This design comes from an exercise in tuning for small area and a short achievable clock period on the open sky130 flow, not from production work.
Function was checked by simulation only, so behaviour that the tests miss may differ from the original.
No activity file was given, so power comes from the tool's default toggle rates.

## build 70
==> flow/design.v (excerpt) <==
module RV32I(output [31:0] Result, output [31:0] Result2, input clk, rst, input test, input [7:0] test_addr,
             output zero, overload,
             input [31:0] instr, output [31:0] pc);
    wire [6:0] op = instr[6:0];
    wire [2:0] f3 = instr[14:12];
    wire f30 = instr[30];
    wire f25 = instr[25];
    wire [4:0] rd  = instr[11:7];
    wire [4:0] ra1 = instr[19:15];
    wire [4:0] ra2 = instr[24:20];
    wire isL   = ~rst & (op == 7'h03);
    wire isI   = ~rst & (op == 7'h13);
    wire isAUI = ~rst & (op == 7'h17);
    wire isS   = ~rst & (op == 7'h23);
    wire isR   = ~rst & (op == 7'h33);
    wire isLUI = ~rst & (op == 7'h37);
    wire isB   = ~rst & (op == 7'h63);
    wire isJR  = ~rst & (op == 7'h67);
    wire isJ   = ~rst & (op == 7'h6f);
    wire wb_alu = isR | isI | isAUI | isLUI;           
    wire wb_pc4 = ~(wb_alu | isL);                     
    wire reg_wr = wb_alu | isL | isJ | isJR;
    reg  [31:0] PC;
    reg  [31:0] hold2;
    assign pc = PC;
    wire [31:0] pc4 = PC + 32'd4;
    wire [31:0] rs1n, rs2n;
    wire [31:0] rs1 = ~rs1n;
    wire [31:0] rs2 = ~rs2n;
    wire selA_rs1 = isR | isI | isS | isL | isLUI | isJR;
    wire selB_rs2 = ~(isI | isS | isL | isB | isAUI | isLUI | isJ | isJR);
    wire [31:0] immI = {{20{instr[31]}}, instr[31:20]};
    wire [31:0] immS = {{20{instr[31]}}, instr[31:25], instr[11:7]};
    wire [31:0] immB = {{20{instr[31]}}, instr[7], instr[30:25], instr[11:8], 1'b0};
    wire [31:0] immU = {instr[31:12], 12'd0};
    wire [31:0] immJ = {{12{instr[31]}}, instr[19:12], instr[20], instr[30:21], 1'b0};
    wire [31:0] imm = ({32{isI | isL | isJR}} & immI)
                    | ({32{isS}} & immS)
                    | ({32{isB}} & immB)
                    | ({32{isAUI | isLUI}} & immU)
                    | ({32{isJ}} & immJ);
    wire f3_000 = (f3 == 3'b000);
    wire f3_101 = (f3 == 3'b101);
    wire use_f3 = isI | (isR & ~f25 & (~f30 | f3_000 | f3_101));
    wire do_sub = isR & ~f25 & f30 & f3_000;
    wire F_SLL  = use_f3 & (f3 == 3'b001);
    wire F_SLT  = use_f3 & (f3 == 3'b010);
    wire F_SLTU = use_f3 & (f3 == 3'b011);
    wire F_XOR  = use_f3 & (f3 == 3'b100);
  ...
==> flow/config.mk <==
export PLATFORM = sky130hd
export DESIGN_NAME = RV32I
export DESIGN_NICKNAME = RV32I
export VERILOG_FILES = /design/flow/design.v
export SDC_FILE = /design/flow/constraint.sdc
export NUM_CORES = 8
export LEC_CHECK = 0
export CAP_MARGIN = 20
export CORE_MARGIN = 2
export CORE_UTILIZATION = 40
export CTS_CLUSTER_DIAMETER = 80
export CTS_CLUSTER_SIZE = 20
export PLACE_DENSITY = 0.7
export SLEW_MARGIN = 20
export SYNTH_HIERARCHICAL = 1
==> flow/constraint.sdc <==
create_clock -name core_clock -period 22.0 [get_ports {clk}]
set_input_delay 4.4000 -clock core_clock [delete_from_list [all_inputs] [get_ports {clk}]]
set_output_delay 4.4000 -clock core_clock [all_outputs]
set_load 0.01 [all_outputs]
standard.sh (not shown) runs the stock make flow with config.mk's settings and CLKGATE_MAP_FILE= SYNTH_SCRIPT=/design/flow/synth_recipe.tcl, a recipe that flattens the netlist after the stock synthesis.
==> flow/flow/run.sh <==
#!/bin/bash
# Own layout flow: the standard layout (standard.sh, standard synthesis) with
#  - timing repair aiming at 10 ns of setup slack instead of 0, on the worst path only
#    (the clock period and the constraints are unchanged; this only makes
#    repair_timing work harder),
#  - buf_4 port buffers and cell resizing across footprints,
#  - a clock tree without dummy loads.
# Each tool's full output stays in orfs/logs (per step); make's own output goes to make.log.
set -euo pipefail
bash standard.sh \
  SETUP_SLACK_MARGIN=10 TNS_END_PERCENT=0 \
  MATCH_CELL_FOOTPRINT=0 \
  "BUFFER_PORTS_ARGS=-buffer_cell sky130_fd_sc_hd__buf_4" \
  "CTS_ARGS=-sink_clustering_enable -repair_clock_nets -dont_use_dummy_load -sink_clustering_size 20 -sink_clustering_max_diameter 80" \
  finish > make.log 2>&1
Inputs modified between build 70 and build 47:
Settings: PLACE_DENSITY: 0.7 -> unset; CTS_BUF_LIST: unset -> sky130_fd_sc_hd__clkbuf_8; CTS_CLUSTER_SIZE: 20 -> 16; CTS_CLUSTER_DIAMETER: 80 -> 60.
==> flow/flow/run.sh <==
#!/bin/bash
# Own layout flow: the standard layout (standard.sh, standard synthesis) with
#  - timing repair aiming at 10 ns of setup slack instead of 0, on the worst path only
#    (the clock period and the constraints are unchanged; this only makes
#    repair_timing work harder),
#  - buf_2 port buffers and cell resizing across footprints,
#  - a clock tree of clkbuf_8 cells without dummy loads.
# Each tool's full output stays in orfs/logs (per step); make's own output goes to make.log.
set -euo pipefail
bash standard.sh \
  SETUP_SLACK_MARGIN=10 TNS_END_PERCENT=0 \
  MATCH_CELL_FOOTPRINT=0 \
  "BUFFER_PORTS_ARGS=-buffer_cell sky130_fd_sc_hd__buf_2" \
  "CTS_ARGS=-sink_clustering_enable -repair_clock_nets -dont_use_dummy_load -sink_clustering_size 16 -sink_clustering_max_diameter 60 -buf_list sky130_fd_sc_hd__clkbuf_8" \
  finish > make.log 2>&1
## What came out
- Comparing the two runs side by side, build 47 comes out ahead of build 70 on total power draw.
- Cmp build 47 and build 70 / minimum clock period / lower: build 47
- Compared with build 70, in build 47 non-clock buffer count down 15; final max-slew violation count level; final wirelength went up about 2%.
- When build 47 is measured against build 70, its power density over cell area turns out 4.0% lower.
- The via count reported for build 47 is lower than the one for build 70.
- Post-detailed-route via-to-cell ratio: build 47 vs build 70 down 0.15
- The setup slack of build 47 is larger than that of build 70.
#### Input delta (build 11 over build 47)
Settings: changing CTS_CLUSTER_DIAMETER from 60 to 80; removing CTS_BUF_LIST (formerly sky130_fd_sc_hd__clkbuf_8); changing CTS_CLUSTER_SIZE from 16 to 20.
==> flow/flow/run.sh <==
#!/bin/bash
# Own layout flow: the standard layout (standard.sh, standard synthesis) with
#  - timing repair aiming at 10 ns of setup slack instead of 0, on the worst path only
#    (the clock period and the constraints are unchanged; this only makes
#    repair_timing work harder),
#  - buf_4 port buffers and cell resizing across footprints,
#  - all ports placed on the left edge of the die (flow/io.tcl), so that the input to
#    output logic sits near its pins,
#  - a clock tree without dummy loads.
# Each tool's full output stays in orfs/logs (per step); make's own output goes to make.log.
set -euo pipefail
bash standard.sh \
  SETUP_SLACK_MARGIN=10 TNS_END_PERCENT=0 \
  MATCH_CELL_FOOTPRINT=0 \
  "BUFFER_PORTS_ARGS=-buffer_cell sky130_fd_sc_hd__buf_4" \
  "IO_CONSTRAINTS=$(pwd)/flow/io.tcl" \
  "CTS_ARGS=-sink_clustering_enable -repair_clock_nets -dont_use_dummy_load -sink_clustering_size 20 -sink_clustering_max_diameter 80" \
  finish > make.log 2>&1
==> flow/flow/io.tcl (new file) <==
# all ports on the left edge of the die
set_io_pin_constraint -region left:* -pin_names [concat [all_inputs] [all_outputs]]
## What came out
Build 11: all stages complete, timing, DRC and antenna checks passed
Cmp build 11 vs build 47: first-iteration DRC count higher in build 11
The estimated power of build 11 ends up higher than the estimate for build 47.
When the final numbers for build 11 and build 47 were put side by side, the relative area of non-clock buffer cells in the final design turned out to be smaller in build 47.
The inputs of build 27 differ from those of build 11 as listed below.
Settings: an added CTS_BUF_LIST of sky130_fd_sc_hd__clkbuf_8; a change of CTS_CLUSTER_DIAMETER from 80 to 60; a change of CTS_CLUSTER_SIZE from 20 to 16.
==> flow/flow/run.sh <==
#!/bin/bash
# Own layout flow: the standard layout (standard.sh, standard synthesis) with
#  - timing repair aiming at 10 ns of setup slack instead of 0, on the worst path only
#    (the clock period and the constraints are unchanged; this only makes
#    repair_timing work harder),
#  - buffers from synthesis removed at floorplan (instead of a first timing repair),
#  - buf_4 port buffers and cell resizing across footprints,
#  - a clock tree of clkbuf_8 cells without dummy loads.
# Each tool's full output stays in orfs/logs (per step); make's own output goes to make.log.
set -euo pipefail
bash standard.sh \
  SETUP_SLACK_MARGIN=10 TNS_END_PERCENT=0 REMOVE_ABC_BUFFERS=1 \
  MATCH_CELL_FOOTPRINT=0 \
  "BUFFER_PORTS_ARGS=-buffer_cell sky130_fd_sc_hd__buf_4" \
  "CTS_ARGS=-sink_clustering_enable -repair_clock_nets -dont_use_dummy_load -sink_clustering_size 16 -sink_clustering_max_diameter 60 -buf_list sky130_fd_sc_hd__clkbuf_8" \
  finish > make.log 2>&1
removed: flow/flow/io.tcl
Notes after the runs:
- Relative to build 11, count of clock-buffer cells in the layout has increased by 45 in build 27.
- Share of total power in combinational logic essentially unchanged between build 27 and build 11.
- Aggregate global-route resource usage | build 27 below build 11
- Build 27 ended up with a lower CTS clock-pin slew for the worst setup and hold paths than build 11 did.
- [build 27 vs build 11] post-route fraction of the period consumed by the critical path: lower in build 27
- Compared with build 11, in build 27 non-clock buffer count in the final layout down 9.4%, via count of the first global-routing pass up about 1.5%, post-route clock skew flat, total number of nets in the final design down 36.
- Row maximum achievable frequency: build 27 higher / build 11 lower
#### Input delta (build 34 over build 27)
Settings: a change of CTS_CLUSTER_DIAMETER from 60 to 80; a change of CORE_UTILIZATION from 40 to 50; a deleted CTS_BUF_LIST that had been sky130_fd_sc_hd__clkbuf_8; a change of CTS_CLUSTER_SIZE from 16 to 20.
==> flow/flow/run.sh <==
#!/bin/bash
# Own layout flow: the standard layout (standard.sh, standard synthesis) with
#  - timing repair aiming at 10 ns of setup slack instead of 0, on the worst path only
#    (the clock period and the constraints are unchanged; this only makes
#    repair_timing work harder),
#  - buf_4 port buffers and cell resizing across footprints,
#  - a clock tree without dummy loads.
# Each tool's full output stays in orfs/logs (per step); make's own output goes to make.log.
set -euo pipefail
bash standard.sh \
  SETUP_SLACK_MARGIN=10 TNS_END_PERCENT=0 \
  MATCH_CELL_FOOTPRINT=0 \
  "BUFFER_PORTS_ARGS=-buffer_cell sky130_fd_sc_hd__buf_4" \
  "CTS_ARGS=-sink_clustering_enable -repair_clock_nets -dont_use_dummy_load -sink_clustering_size 20 -sink_clustering_max_diameter 80" \
  finish > make.log 2>&1
## What came out
| layout-stage area growth over the synthesis result | higher: build 34 |
On share of the clock period used by the worst path after layout, build 34 tracks build 27 almost exactly.
Per the comparison of build 34 with build 27, final count of pins violating max slew about even, switching power as a share of total power now smaller, number of rows in the core area lower, wire length of the first global-routing pass shows an increase of 1.8%.
Lower multi-input logic portion of the cell area among build 27 and build 34: build 34
Per the comparison of build 34 with build 27, wire length went up about 1.7%, die width went down 10%.

[separate check: timing with driven ports]
No port has a modelled driver above. Below, the same layouts with a new extraction and two added sets of constraints.
Step 1 assumes that a clkbuf_16 drives the clock port and a buf_2 every other input.
Step 2, shift: input delay + t, output delay - t, t = (earliest + latest rising clock arrival at the registers) / 2. This alone moves slack from input paths to output paths.
a / b / c = ideal / step 1 / step 2; a / b = the first two.
run	shift t [ns]	slack for setup (ns)	hold slack, ns	worst setup path after step 2	worst slew at a driven data input, ns
build 70	0.976	6.894 / 6.734 / 6.734	0.512 / 0.512 / 0.512	input to output	0.40
build 47	1.151	6.970 / 6.827 / 6.827	0.507 / 0.507 / 0.507	input to output	0.38
build 11	0.974	6.940 / 6.821 / 6.821	0.505 / 0.505 / 0.505	input to output	0.32
build 27	1.139	7.052 / 6.903 / 6.903	0.508 / 0.508 / 0.508	input to output	0.26
build 34	0.960	7.020 / 6.902 / 6.902	0.508 / 0.508 / 0.508	input to output	0.22
After both steps setup and hold are still met in every run listed. The setup slack of build 70, which loses most, moves by -0.160 ns with the drivers and by -0.160 ns with both steps.
